From an optimization exercise on the open Yosys and OpenROAD flow, aimed at small area and a short achievable clock period; shortcuts taken in it are not production practice. The RTL was checked by simulation tests, not by an equivalence proof against the original design. The flow treats the clock pin as an ideal source, which a real chip does not have.

Setup of try-amber:
Design alu_top, start of the top module:
module alu_top (
    input  logic        clk,
    input  logic [31:0] op1,
    input  logic [31:0] op2,
    input  logic [3:0]  alu_ctrl,
    output logic [31:0] alu_result,
    output logic        zero
    );
logic [31:0] op1_q;
logic [31:0] op2_q;
logic [3:0]  alu_ctrl_q;
logic [31:0] result_d;
logic        zero_d;
always_ff @(posedge clk)
begin
    op1_q      <= op1;
    op2_q      <= op2;
    alu_ctrl_q <= alu_ctrl;
    alu_result <= result_d;
    zero       <= zero_d;
end
alu computation (
    .op1(op1_q),
    .op2(op2_q),
    .alu_ctrl(alu_ctrl_q),
    .alu_result(result_d),
    .zero(zero_d)
    );
endmodule
For scale: about 1,400 cells after synthesis, about 100 flip-flops, about 100 I/O pins, roughly 8400 um2 of cells after synthesis.
clock: 7.0 ns
lec_check: 0
abc_area: 1
cap_margin: 20
core_margin: 2
core_utilization: 40
place_density: 0.6
slew_margin: 20
standard.sh (not shown) runs the stock make flow with config.mk's settings and CLKGATE_MAP_FILE= SYNTH_SCRIPT=/design/flow/synth_recipe.tcl, a recipe that flattens the netlist after the stock synthesis.
==> flow/flow/run.sh <==
#!/bin/bash
# Own layout flow: the standard ORFS flow (standard.sh), run in two parts,
# with these changes:
#  - ADDER_MAP_FILE empty: Yosys does not extract half/full adder cells before
#    ABC, so ABC maps the adder logic itself (smaller and faster here);
#  - port buffers are sky130_fd_sc_hd__buf_1 instead of ORFS's default choice
#    (every port still gets its buffer);
set -euo pipefail
export ADDER_MAP_FILE=
export BUFFER_PORTS_ARGS="-buffer_cell sky130_fd_sc_hd__buf_1"
export POST_CTS_TCL="$PWD/flow/post_cts.tcl"
export SKIP_CTS_REPAIR_TIMING=1
export SKEW_CELLS="sky130_fd_sc_hd__clkbuf_2 sky130_fd_sc_hd__clkbuf_4"
export SKEW_MAX_FANOUT=6
SETUP_SLACK_MARGIN=4.5 bash standard.sh cts > standard_cts.log 2>&1
SETUP_SLACK_MARGIN=4.3 bash standard.sh finish > standard_finish.log 2>&1
==> flow/flow/post_cts.tcl <==
# Useful skew for the ALU's register-to-register paths. After CTS, each leaf
# clock net that reaches result registers (alu_result, zero) drives them
# through a short chain of clock buffers, so their clock arrives later than the
# operand registers'. This helps the operand -> result paths inside the design
# only: the result -> output port paths see the later clock and get slower.
# CTS's own timing repair is skipped (SKIP_CTS_REPAIR_TIMING=1) and run here,
# after the change, as cts.tcl would have.
set block [ord::get_db_block]
set db [ord::get_db]
set cells $::env(SKEW_CELLS)
set groups [dict create]
foreach inst [$block getInsts] {
  set name [$inst getName]
  if {[string match "alu_result*" $name] || [string match "zero*" $name]} {
    set it [$inst findITerm CLK]
    if {$it == "NULL"} continue
    dict lappend groups [[$it getNet] getName] $it
  }
}
set k 0
dict for {netname iterms} $groups {
  set src [$block findNet $netname]
  set sx 0; set sy 0
  foreach it $iterms {
    set loc [[$it getInst] getLocation]
    set sx [expr $sx + [lindex $loc 0]]; set sy [expr $sy + [lindex $loc 1]]
  }
  set n [llength $iterms]
  set x [expr int($sx / $n)]; set y [expr int($sy / $n)]
  # all but the last buffer are shared by the leaf's result registers; the
  # last one drives at most SKEW_MAX_FANOUT of them (nearest by x), to keep
  # the clock pins' slew low
  set j 0
  foreach c [lrange $cells 0 end-1] {
    set dst [odb::dbNet_create $block "clk_skew_${k}_${j}"]
    $dst setSigType CLOCK
    set b [odb::dbInst_create $block [$db findMaster $c] "clk_skew_buf_${k}_${j}"]
    [$b findITerm A] connect $src
    [$b findITerm X] connect $dst
    $b setLocation $x $y
    $b setPlacementStatus PLACED
    set src $dst
    incr j
  }
  set sorted [lsort -command {apply {{a b} {expr {[lindex [[$a getInst] getLocation] 0] - [lindex [[$b getInst] getLocation] 0]}}}} $iterms]
  set maxf $::env(SKEW_MAX_FANOUT)
  set nchunk [expr {($n + $maxf - 1) / $maxf}]
  set per [expr {($n + $nchunk - 1) / $nchunk}]
  for {set ci 0} {$ci < $nchunk} {incr ci} {
    set chunk [lrange $sorted [expr {$ci * $per}] [expr {($ci + 1) * $per - 1}]]
    if {[llength $chunk] == 0} continue
    set cx 0; set cy 0
    foreach it $chunk {
      set loc [[$it getInst] getLocation]
      set cx [expr $cx + [lindex $loc 0]]; set cy [expr $cy + [lindex $loc 1]]
    }
    set dst [odb::dbNet_create $block "clk_skew_${k}_${j}_${ci}"]
    $dst setSigType CLOCK
    set b [odb::dbInst_create $block [$db findMaster [lindex $cells end]] "clk_skew_buf_${k}_${j}_${ci}"]
    [$b findITerm A] connect $src
    [$b findITerm X] connect $dst
    $b setLocation [expr int($cx / [llength $chunk])] [expr int($cy / [llength $chunk])]
    $b setPlacementStatus PLACED
    foreach it $chunk { $it disconnect; $it connect $dst }
  }
  puts "skew: leaf $netname -> $n result registers through [llength $cells] buffer(s), $nchunk last-stage buffer(s)"
  incr k
}
global_connect
detailed_placement
estimate_parasitics -placement
repair_timing_helper
detailed_placement
check_placement -verbose
estimate_parasitics -placement
report_worst_slack
### try-amber -> try-lagoon
diff --git a/flow/flow/run.sh b/flow/flow/run.sh
--- a/flow/flow/run.sh
+++ b/flow/flow/run.sh
@@ -13,4 +13,6 @@
 export SKEW_CELLS="sky130_fd_sc_hd__clkbuf_2 sky130_fd_sc_hd__clkbuf_4"
 export SKEW_MAX_FANOUT=6
-SETUP_SLACK_MARGIN=4.5 bash standard.sh cts > standard_cts.log 2>&1
-SETUP_SLACK_MARGIN=4.3 bash standard.sh finish > standard_finish.log 2>&1
+export SKEW_EARLY=3
+export SKEW_EARLY_CELL=sky130_fd_sc_hd__clkbuf_16
+SETUP_SLACK_MARGIN=4.65 bash standard.sh cts > standard_cts.log 2>&1
+SETUP_SLACK_MARGIN=4.55 bash standard.sh finish > standard_finish.log 2>&1
diff --git a/flow/flow/post_cts.tcl b/flow/flow/post_cts.tcl
--- a/flow/flow/post_cts.tcl
+++ b/flow/flow/post_cts.tcl
@@ -67,4 +67,41 @@
   incr k
 }
+# Optionally the operand registers (op1_q, op2_q, alu_ctrl_q) are taken off
+# the CTS tree and driven by SKEW_EARLY clock buffers straight from the clock
+# port's net, so their clock arrives earlier: again this helps only the
+# operand -> result paths; the input port -> operand paths get less time.
+if {[info exists ::env(SKEW_EARLY)] && $::env(SKEW_EARLY) > 0} {
+  set ops {}
+  foreach inst [$block getInsts] {
+    set name [$inst getName]
+    if {[string match "op1_q*" $name] || [string match "op2_q*" $name] || [string match "alu_ctrl_q*" $name]} {
+      lappend ops [$inst findITerm CLK]
+    }
+  }
+  set portnet [$block findNet clk]
+  set ne $::env(SKEW_EARLY)
+  # split by y into ne bands
+  set sorted [lsort -command {apply {{a b} {expr {[lindex [[$a getInst] getLocation] 1] - [lindex [[$b getInst] getLocation] 1]}}}} $ops]
+  set n [llength $sorted]
+  set per [expr {($n + $ne - 1) / $ne}]
+  for {set ci 0} {$ci < $ne} {incr ci} {
+    set chunk [lrange $sorted [expr {$ci * $per}] [expr {($ci + 1) * $per - 1}]]
+    if {[llength $chunk] == 0} continue
+    set cx 0; set cy 0
+    foreach it $chunk {
+      set loc [[$it getInst] getLocation]
+      set cx [expr $cx + [lindex $loc 0]]; set cy [expr $cy + [lindex $loc 1]]
+    }
+    set dst [odb::dbNet_create $block "clk_early_${ci}"]
+    $dst setSigType CLOCK
+    set b [odb::dbInst_create $block [$db findMaster $::env(SKEW_EARLY_CELL)] "clk_early_buf_${ci}"]
+    [$b findITerm A] connect $portnet
+    [$b findITerm X] connect $dst
+    $b setLocation [expr int($cx / [llength $chunk])] [expr int($cy / [llength $chunk])]
+    $b setPlacementStatus PLACED
+    foreach it $chunk { $it disconnect; $it connect $dst }
+  }
+  puts "skew: $n operand registers on $ne early clock buffer(s)"
+}
 global_connect
 detailed_placement
### Flow results
Compared with try-amber, try-lagoon shows worst setup slack after layout higher by 0.18 ns. Fraction of the cycle the final worst path needs for try-lagoon is lower than for try-amber. Routability-driven placement congestion ratio: try-lagoon vs try-amber — no meaningful difference.
--- input diff try-lagoon..try-sierra ---
Settings: PLACE_DENSITY now 0.7, was 0.6; CORE_UTILIZATION now 55, was 40.
diff --git a/flow/flow/run.sh b/flow/flow/run.sh
--- a/flow/flow/run.sh
+++ b/flow/flow/run.sh
@@ -6,4 +6,9 @@
 #  - port buffers are sky130_fd_sc_hd__buf_1 instead of ORFS's default choice
 #    (every port still gets its buffer);
+#  - CTS inserts no dummy loads (CTS_ARGS: ORFS's default arguments plus
+#    -dont_use_dummy_load).
+# Synthesis script, registers, clock and constraints are otherwise the standard flow's own.
+# Each make step writes its own log under orfs/logs; standard.sh's output goes
+# to standard_cts.log and standard_finish.log here.
 set -euo pipefail
 export ADDER_MAP_FILE=
@@ -11,4 +16,5 @@
 export POST_CTS_TCL="$PWD/flow/post_cts.tcl"
 export SKIP_CTS_REPAIR_TIMING=1
+export CTS_ARGS="-sink_clustering_enable -repair_clock_nets -dont_use_dummy_load"
 export SKEW_CELLS="sky130_fd_sc_hd__clkbuf_2 sky130_fd_sc_hd__clkbuf_4"
 export SKEW_MAX_FANOUT=6
Findings:
Between try-lagoon and try-sierra, met1 capacity usage during global routing is lower for try-lagoon, try-sierra comes in above that.
Changes observed in try-sierra relative to try-lagoon: area enclosed by the die boundary dropped about 27%; clock slew seen by the registers of the worst setup and hold paths neither gained nor lost much.
Re area occupied by multi-input gates: try-sierra is 0.76% up on try-lagoon.
Edits applied to the flow inputs when going from try-sierra to try-tundra:
diff --git a/flow/flow/run.sh b/flow/flow/run.sh
--- a/flow/flow/run.sh
+++ b/flow/flow/run.sh
@@ -19,6 +19,4 @@
 export SKEW_CELLS="sky130_fd_sc_hd__clkbuf_2 sky130_fd_sc_hd__clkbuf_4"
 export SKEW_MAX_FANOUT=6
-export SKEW_EARLY=3
-export SKEW_EARLY_CELL=sky130_fd_sc_hd__clkbuf_16
-SETUP_SLACK_MARGIN=4.65 bash standard.sh cts > standard_cts.log 2>&1
-SETUP_SLACK_MARGIN=4.55 bash standard.sh finish > standard_finish.log 2>&1
+SETUP_SLACK_MARGIN=4.6 bash standard.sh cts > standard_cts.log 2>&1
+SETUP_SLACK_MARGIN=4.4 bash standard.sh finish > standard_finish.log 2>&1
diff --git a/flow/flow/post_cts.tcl b/flow/flow/post_cts.tcl
--- a/flow/flow/post_cts.tcl
+++ b/flow/flow/post_cts.tcl
@@ -67,41 +67,4 @@
   incr k
 }
-# Optionally the operand registers (op1_q, op2_q, alu_ctrl_q) are taken off
-# the CTS tree and driven by SKEW_EARLY clock buffers straight from the clock
-# port's net, so their clock arrives earlier: again this helps only the
-# operand -> result paths; the input port -> operand paths get less time.
-if {[info exists ::env(SKEW_EARLY)] && $::env(SKEW_EARLY) > 0} {
-  set ops {}
-  foreach inst [$block getInsts] {
-    set name [$inst getName]
-    if {[string match "op1_q*" $name] || [string match "op2_q*" $name] || [string match "alu_ctrl_q*" $name]} {
-      lappend ops [$inst findITerm CLK]
-    }
-  }
-  set portnet [$block findNet clk]
-  set ne $::env(SKEW_EARLY)
-  # split by y into ne bands
-  set sorted [lsort -command {apply {{a b} {expr {[lindex [[$a getInst] getLocation] 1] - [lindex [[$b getInst] getLocation] 1]}}}} $ops]
-  set n [llength $sorted]
-  set per [expr {($n + $ne - 1) / $ne}]
-  for {set ci 0} {$ci < $ne} {incr ci} {
-    set chunk [lrange $sorted [expr {$ci * $per}] [expr {($ci + 1) * $per - 1}]]
-    if {[llength $chunk] == 0} continue
-    set cx 0; set cy 0
-    foreach it $chunk {
-      set loc [[$it getInst] getLocation]
-      set cx [expr $cx + [lindex $loc 0]]; set cy [expr $cy + [lindex $loc 1]]
-    }
-    set dst [odb::dbNet_create $block "clk_early_${ci}"]
-    $dst setSigType CLOCK
-    set b [odb::dbInst_create $block [$db findMaster $::env(SKEW_EARLY_CELL)] "clk_early_buf_${ci}"]
-    [$b findITerm A] connect $portnet
-    [$b findITerm X] connect $dst
-    $b setLocation [expr int($cx / [llength $chunk])] [expr int($cy / [llength $chunk])]
-    $b setPlacementStatus PLACED
-    foreach it $chunk { $it disconnect; $it connect $dst }
-  }
-  puts "skew: $n operand registers on $ne early clock buffer(s)"
-}
 global_connect
 detailed_placement
[summary]
- try-tundra and try-sierra all finish clean.
- Diff try-sierra -> try-tundra | maximum frequency | down by a little under 10%
- The count of pins over their slew limit of try-tundra and that of try-sierra are within noise of each other.
- Remaining antenna violation count after routing came out exactly the same in try-tundra and try-sierra.

[static timing again, ports no longer ideal]
No port has a modelled driver above. Below, the same layouts with a new extraction and two added sets of constraints. Step 1: set_driving_cell puts a clkbuf_16 on clk and a buf_2 on each other input, an assumption about the parent block. Step 2, shift: input delay + t, output delay - t, t = (earliest + latest rising clock arrival at the registers) / 2. This alone moves slack from input paths to output paths. Slacks: no drivers / after step 1 / after step 2; pairs: no drivers / after step 1.
run | shift t [ns] | slack for setup (ns) | worst setup path at the end | latest minus earliest clock arrival (ns) | pins driven straight from the clock port
try-amber | 0.541 | 4.317 / 4.317 / 4.317 | register to register | 0.311 / 0.311 | 1
try-lagoon | 0.481 | 4.493 / 4.426 / 4.493 | register to register | 0.501 / 0.501 | 4
try-sierra | 0.459 | 4.525 / 4.438 / 4.604 | register to register | 0.463 / 0.464 | 4
try-tundra | 0.516 | 4.289 / 4.289 / 4.289 | register to register | 0.284 / 0.283 | 1
Clock arrivals are far apart in try-amber, try-lagoon and try-sierra, so t is only a midpoint there and step 2 fits no single register.
